What follows belongs to an exercise in optimizing a design on an open flow for small area; a production flow would make more cautious choices. The clock port is modelled as an ideal driver, which makes a skipped or thinned clock tree look cheaper than it is; a real chip needs a root buffer or a tree. Power figures rest on the tool's default switching activity, not on a simulated workload.

Setup of rev 12:
==> module fdi_core, before the edit <==
module fdi_core
(
  input  wire         clk,
  input  wire         aresetn,
  input  wire [15:0]  tx_cfg_i,
  input  wire         dac_locked_i,
  input  wire         dac_valid_i,
  output wire         tx_flag_o,
  output wire         dac_rst_o,
  output wire [13:0]  dac_dat_a_o,
  output wire [13:0]  dac_dat_b_o,
  input  wire [13:0]  adc_dat_a_i,
  input  wire         adc_valid_i,
  output wire         daq_done_o,
  output wire [15:0]  bram_addr_o,
  output wire [15:0]  bram_wrdata_o,
  output wire         bram_we_o
);
  wire       rst   = ~aresetn;
  wire       srst  = tx_cfg_i[15];
  wire       en    = tx_cfg_i[14];
  wire [2:0] ord   = tx_cfg_i[13:11];
  wire [2:0] rep_i = tx_cfg_i[10:8];
  wire [7:0] sel   = tx_cfg_i[7:0];
  reg       en_last;
  reg       pos;
  reg       busy;
  reg       div_clk;
  reg [7:0] cnt;
  reg [2:0] rep_cnt;
  reg [12:0] p;
  wire match = (cnt == sel);
  always @(posedge clk) begin
    if (rst) begin
      cnt     <= 8'd1;
      div_clk <= 1'b0;
    end else begin
      cnt     <= match ? 8'd1 : cnt + 8'd1;
      div_clk <= match;
    end
  end
  reg tap;
  always @* begin
    case (ord)
      3'd0: tap = p[1];
      3'd1: tap = p[1];
      3'd2: tap = p[2] ^ p[3] ^ p[4];
      3'd3: tap = p[4];
      3'd4: tap = p[3];
      3'd5: tap = p[2];
      3'd6: tap = p[6] ^ p[8] ^ p[11];
      default: tap = p[9] ^ p[10] ^ p[12];
    endcase
  end
  wire fb = ~(p[0] ^ tap);
  wire [7:0] ins = 8'd1 << ord;                
  wire [12:0] p_shift = {1'b0, p[12:1]} | ({13{fb}} & {ins, 5'd0});
  wire zero  = (p == 13'd0);                   
  wire shift = pos & div_clk;
  wire last  = (rep_cnt == rep_i);
  wire wrap  = div_clk & busy & zero;          
  wire term  = wrap & last;                    
  always @(posedge clk) begin
    if (rst) begin
      en_last <= 1'b0;
      pos     <= 1'b0;
    end else begin
      en_last <= en;
      if (srst)
        pos <= 1'b0;
      else if (~en_last & en)
        pos <= 1'b1;
      else if (term)
        pos <= 1'b0;
    end
  end
  always @(posedge clk) begin
    if (rst | srst) begin
      busy    <= 1'b0;
      p       <= 13'd0;
      rep_cnt <= 3'd1;
    end else if (shift) begin
      busy <= ~term;
      p    <= p_shift;
      if (wrap)
        rep_cnt <= last ? 3'd1 : rep_cnt + 3'd1;
    end
  end
  assign tx_flag_o = busy;
  wire dac_ok = dac_locked_i & dac_valid_i;
  reg  dac_rst_r, dac_a_hi, busy_d;
  always @(posedge clk) begin
    dac_rst_r <= ~dac_ok;
    dac_a_hi  <= dac_ok & ~(busy & p[1]);
    busy_d    <= busy;
  end
  assign dac_rst_o   = dac_rst_r;
  assign dac_dat_a_o = {dac_a_hi, 1'b0, {12{~dac_rst_r & busy_d}}};
  assign dac_dat_b_o = {~dac_rst_r & ~busy_d, 1'b0, {12{~dac_rst_r}}};
  reg [13:0] adc_r;
  always @(posedge clk)
    adc_r <= adc_dat_a_i;
  reg        ntrig;
  reg [16:0] r;
  localparam [16:0] R_END = 17'h15402;    
  wire trig   = ~ntrig;
  wire done   = ntrig & r[0];
  wire done_r = ntrig & r[1];
  wire idle   = ntrig & ~r[0];
  wire r_end;
  always @(posedge clk) begin
    if (rst)
      ntrig <= 1'b1;
    else if (idle & tx_flag_o)
      ntrig <= 1'b0;
    else if (trig & r_end)
      ntrig <= 1'b1;
  end
  always @(posedge clk) begin
    if (rst)
      r[1:0] <= 2'd0;
    else if (ntrig)
      r[1:0] <= {r[0], r[0] & tx_flag_o};       
    else if (r_end)
      r[1:0] <= 2'b01;                           
    else
      r[1:0] <= {~r[0], ~(r[16] ^ r[13])};
    r[16:2] <= ntrig ? 15'd0 : ~r[15:1];
  end
  assign r_end = (r == R_END);
  reg [15:0] addr;
  reg [15:0] wdata;
  reg        we;
  always @(posedge clk) begin
    if (rst | idle)
      addr <= 16'd0;
    else if (adc_valid_i)
      addr <= addr + 16'd1;
  end
  always @(posedge clk) begin
    we    <= trig & adc_valid_i;
    wdata <= ~(trig & adc_valid_i) ? 16'd0 :
             tx_flag_o ? {{3{adc_r[13]}}, ~adc_r[12:0]} : 16'h7FFF;
  end
  assign daq_done_o    = done_r;
  assign bram_addr_o   = addr;
  assign bram_wrdata_o = wdata;
  assign bram_we_o     = we;
endmodule
Settings: LEC_CHECK=0, CAP_MARGIN=0, CORE_MARGIN=2, CORE_UTILIZATION=40, SLEW_MARGIN=0; clock period 8.0 ns.
standard.sh (not shown) runs the stock make flow with config.mk's settings and CLKGATE_MAP_FILE= SYNTH_SCRIPT=/design/flow/synth_recipe.tcl, a recipe that flattens the netlist after the stock synthesis.
==> flow/flow/run.sh <==
#!/bin/bash
# Layout flow: the standard synthesis, then an area-oriented re-mapping of
# the combinational logic between the unchanged flip-flops (same instances,
# names and cell type; the smallest of a few ABC scripts is kept), then the
# standard ORFS layout with the ports buffered by the smallest buffer and the
# clock tree rebuilt after CTS as two levels of inverters, a root inverter
# driving one inverter per cluster of flip-flops (flow/clocktree.tcl).
set -euo pipefail
WORK=$(pwd)
PLAT=$FLOW_HOME/platforms/sky130hd
LIB=$PLAT/lib/sky130_fd_sc_hd__tt_025C_1v80.lib
RES=$WORK/orfs/results/sky130hd/fdi_core/base
YOSYS=$(command -v yosys || echo "$FLOW_HOME/../tools/install/yosys/bin/yosys")

KNOBS=(
  BUFFER_PORTS_ARGS="-buffer_cell sky130_fd_sc_hd__buf_1"
  CTS_ARGS="-sink_clustering_enable -repair_clock_nets -dont_use_dummy_load"
  POST_CTS_TCL="$(pwd)/flow/clocktree.tcl"
  CLK_LEAVES=6
  CLK_LEAF_CELL=sky130_fd_sc_hd__inv_6
  CLK_ROOT_CELL=sky130_fd_sc_hd__inv_4
)

# 1. standard synthesis
bash standard.sh "${KNOBS[@]}" synth > make_synth.log 2>&1
cp "$RES/1_2_yosys.v" "$WORK/std_netlist.v"

# 2. re-map the combinational logic for area
DONT_USE=$(sed -n '/DONT_USE_CELLS += /,/^#/p' "$PLAT/config.mk" | grep -oE 'sky130_fd_sc_hd__[a-z0-9_]+' | sed 's/^/-dont_use /' | tr '\n' ' ')
best=""; best_area=""
for s in "$WORK"/flow/area*.abc; do
  n=$(basename "$s" .abc)
  cat > "$WORK/reopt_$n.ys" <<EOS
read_liberty -ignore_miss_func $LIB
blackbox sky130_fd_sc_hd__dfxtp_1
read_verilog $WORK/std_netlist.v
hierarchy -top $FLOW_TOP
flatten
opt -purge
abc -liberty $LIB $DONT_USE -script $s
read_liberty -lib -ignore_redef $LIB
opt_clean -purge
splitnets
opt_clean -purge
hilomap -singleton -hicell sky130_fd_sc_hd__conb_1 HI -locell sky130_fd_sc_hd__conb_1 LO
insbuf -buf sky130_fd_sc_hd__buf_4 A X
tee -o $WORK/reopt_$n.stat stat -liberty $LIB
check -assert -mapped
write_verilog -nohex -nodec $WORK/reopt_$n.v
EOS
  if "$YOSYS" -s "$WORK/reopt_$n.ys" > "yosys_reopt_$n.log" 2>&1; then
    a=$(grep -oE "Chip area for module .*: [0-9.]+" "$WORK/reopt_$n.stat" | grep -oE "[0-9.]+$")
    echo "$n $a" >> reopt_areas.log
    if [[ -z "$best" ]] || awk "BEGIN{exit !($a < $best_area)}"; then best=$n; best_area=$a; fi
  fi
done
echo "chosen $best $best_area" >> reopt_areas.log

# the flip-flops must be exactly those of the standard synthesis
diff <(grep -E '^\s*sky130_fd_sc_hd__df' "$WORK/std_netlist.v" | sort) \
     <(grep -E '^\s*sky130_fd_sc_hd__df' "$WORK/reopt_$best.v" | sort) > ff_diff.log

cp "$WORK/reopt_$best.v" "$RES/1_2_yosys.v"
rm -f "$RES/1_synth.odb"

# 3. layout
bash standard.sh "${KNOBS[@]}" finish > make_finish.log 2>&1
Other scripts of this flow, unchanged in this note and not shown: flow/flow/area1.abc, flow/flow/area2.abc, flow/flow/area3.abc, flow/flow/clocktree.tcl
Edits applied to the flow inputs when going from rev 12 to rev 13:
-- flow/design.v --
<<< rev 12, line 103
    adc_r <= adc_dat_a_i;
  reg        ntrig;
  reg [16:0] r;
  localparam [16:0] R_END = 17'h15402;    
  wire trig   = ~ntrig;
  wire done   = ntrig & r[0];
  wire done_r = ntrig & r[1];
  wire idle   = ntrig & ~r[0];
  wire r_end;
  always @(posedge clk) begin
    if (rst)
      ntrig <= 1'b1;
    else if (idle & tx_flag_o)
      ntrig <= 1'b0;
    else if (trig & r_end)
      ntrig <= 1'b1;
  end
  always @(posedge clk) begin
    if (rst)
      r[1:0] <= 2'd0;
    else if (ntrig)
      r[1:0] <= {r[0], r[0] & tx_flag_o};       
    else if (r_end)
      r[1:0] <= 2'b01;                           
    else
      r[1:0] <= {~r[0], ~(r[16] ^ r[13])};
    r[16:2] <= ntrig ? 15'd0 : ~r[15:1];
  end
  assign r_end = (r == R_END);
  reg [15:0] addr;
  reg [15:0] wdata;
>>> rev 13, line 103
    adc_r <= adc_dat_a_i;
  reg        ntrig;
  reg        done;
  reg [15:0] r;
  localparam [16:0] R_END = 17'h15402;    
  wire trig   = ~ntrig;
  wire idle   = ntrig & ~done;
  wire done_r = ntrig & r[1];
  wire r_end;
  always @(posedge clk) begin
    if (rst) begin
      ntrig <= 1'b1;
      done  <= 1'b0;
    end else if (ntrig) begin
      if (~done & tx_flag_o)
        ntrig <= 1'b0;                           
      done <= done & tx_flag_o;                  
    end else if (r_end) begin
      ntrig <= 1'b1;                             
      done  <= 1'b1;
    end else
      done  <= ~r[15];                           
  end
  always @(posedge clk) begin
    if (rst)
      r[1] <= 1'b0;
    else if (ntrig)
      r[1] <= done;                              
    else
      r[1] <= ~r[0] & ~r_end;
    r[0]    <= ~ntrig & ~(done ^ r[13]);
    r[15:2] <= ntrig ? 14'd0 : ~r[14:1];
  end
  assign r_end = ({done, r} == R_END);
  reg [15:0] addr;
  reg [15:0] wdata;
Findings:
- Rev 13 — met1 track demand over resource 0.99 points lower, rev 12 as reference
- Compared with rev 12, in rev 13 sequential fraction of total cell area increased by 0.25 points relative to the old numbers, power lost about 0.5%, clock share of power lower, wire length decreased 2.6%.
- Combinational cell fraction of total power delta (rev 13 -> rev 12): insignificant
- Setup slack: rev 13 worse than rev 12
- Cell depth of the worst setup path is higher on rev 12
- Rev 13 packs its core looser than rev 12.
No functional check of the RTL was part of any run of this note. In every run of this note, the design's own scripts or RTL, not TritonCTS, make the clock network.

## port drivers added, routing unchanged
In the flow no input, the clock included, has a driving cell. The finished layouts below were timed again as built, in two steps. Step 1: set_driving_cell puts a clkbuf_16 on clk and a buf_2 on each other input, an assumption about the parent block. Step 2 also shifts input and output timing later by t, the mid clock arrival at the registers, as if the neighbouring blocks saw the same clock. a / b / c = no drivers / after step 1 / after step 2; a / b = the first two.
run	shift t [ns]	setup WS [ns]	clock arrival spread, ns	worst data-port slew with drivers (ns)
rev 12	0.268	4.029 / 4.040 / 3.772	0.021 / 0.022	0.04
rev 13	0.273	4.018 / 4.031 / 3.758	0.015 / 0.014	0.04
After both steps setup and hold are still met in every run listed. The setup slack of rev 13, which loses most, moves by +0.013 ns with the drivers and by -0.260 ns with both steps.
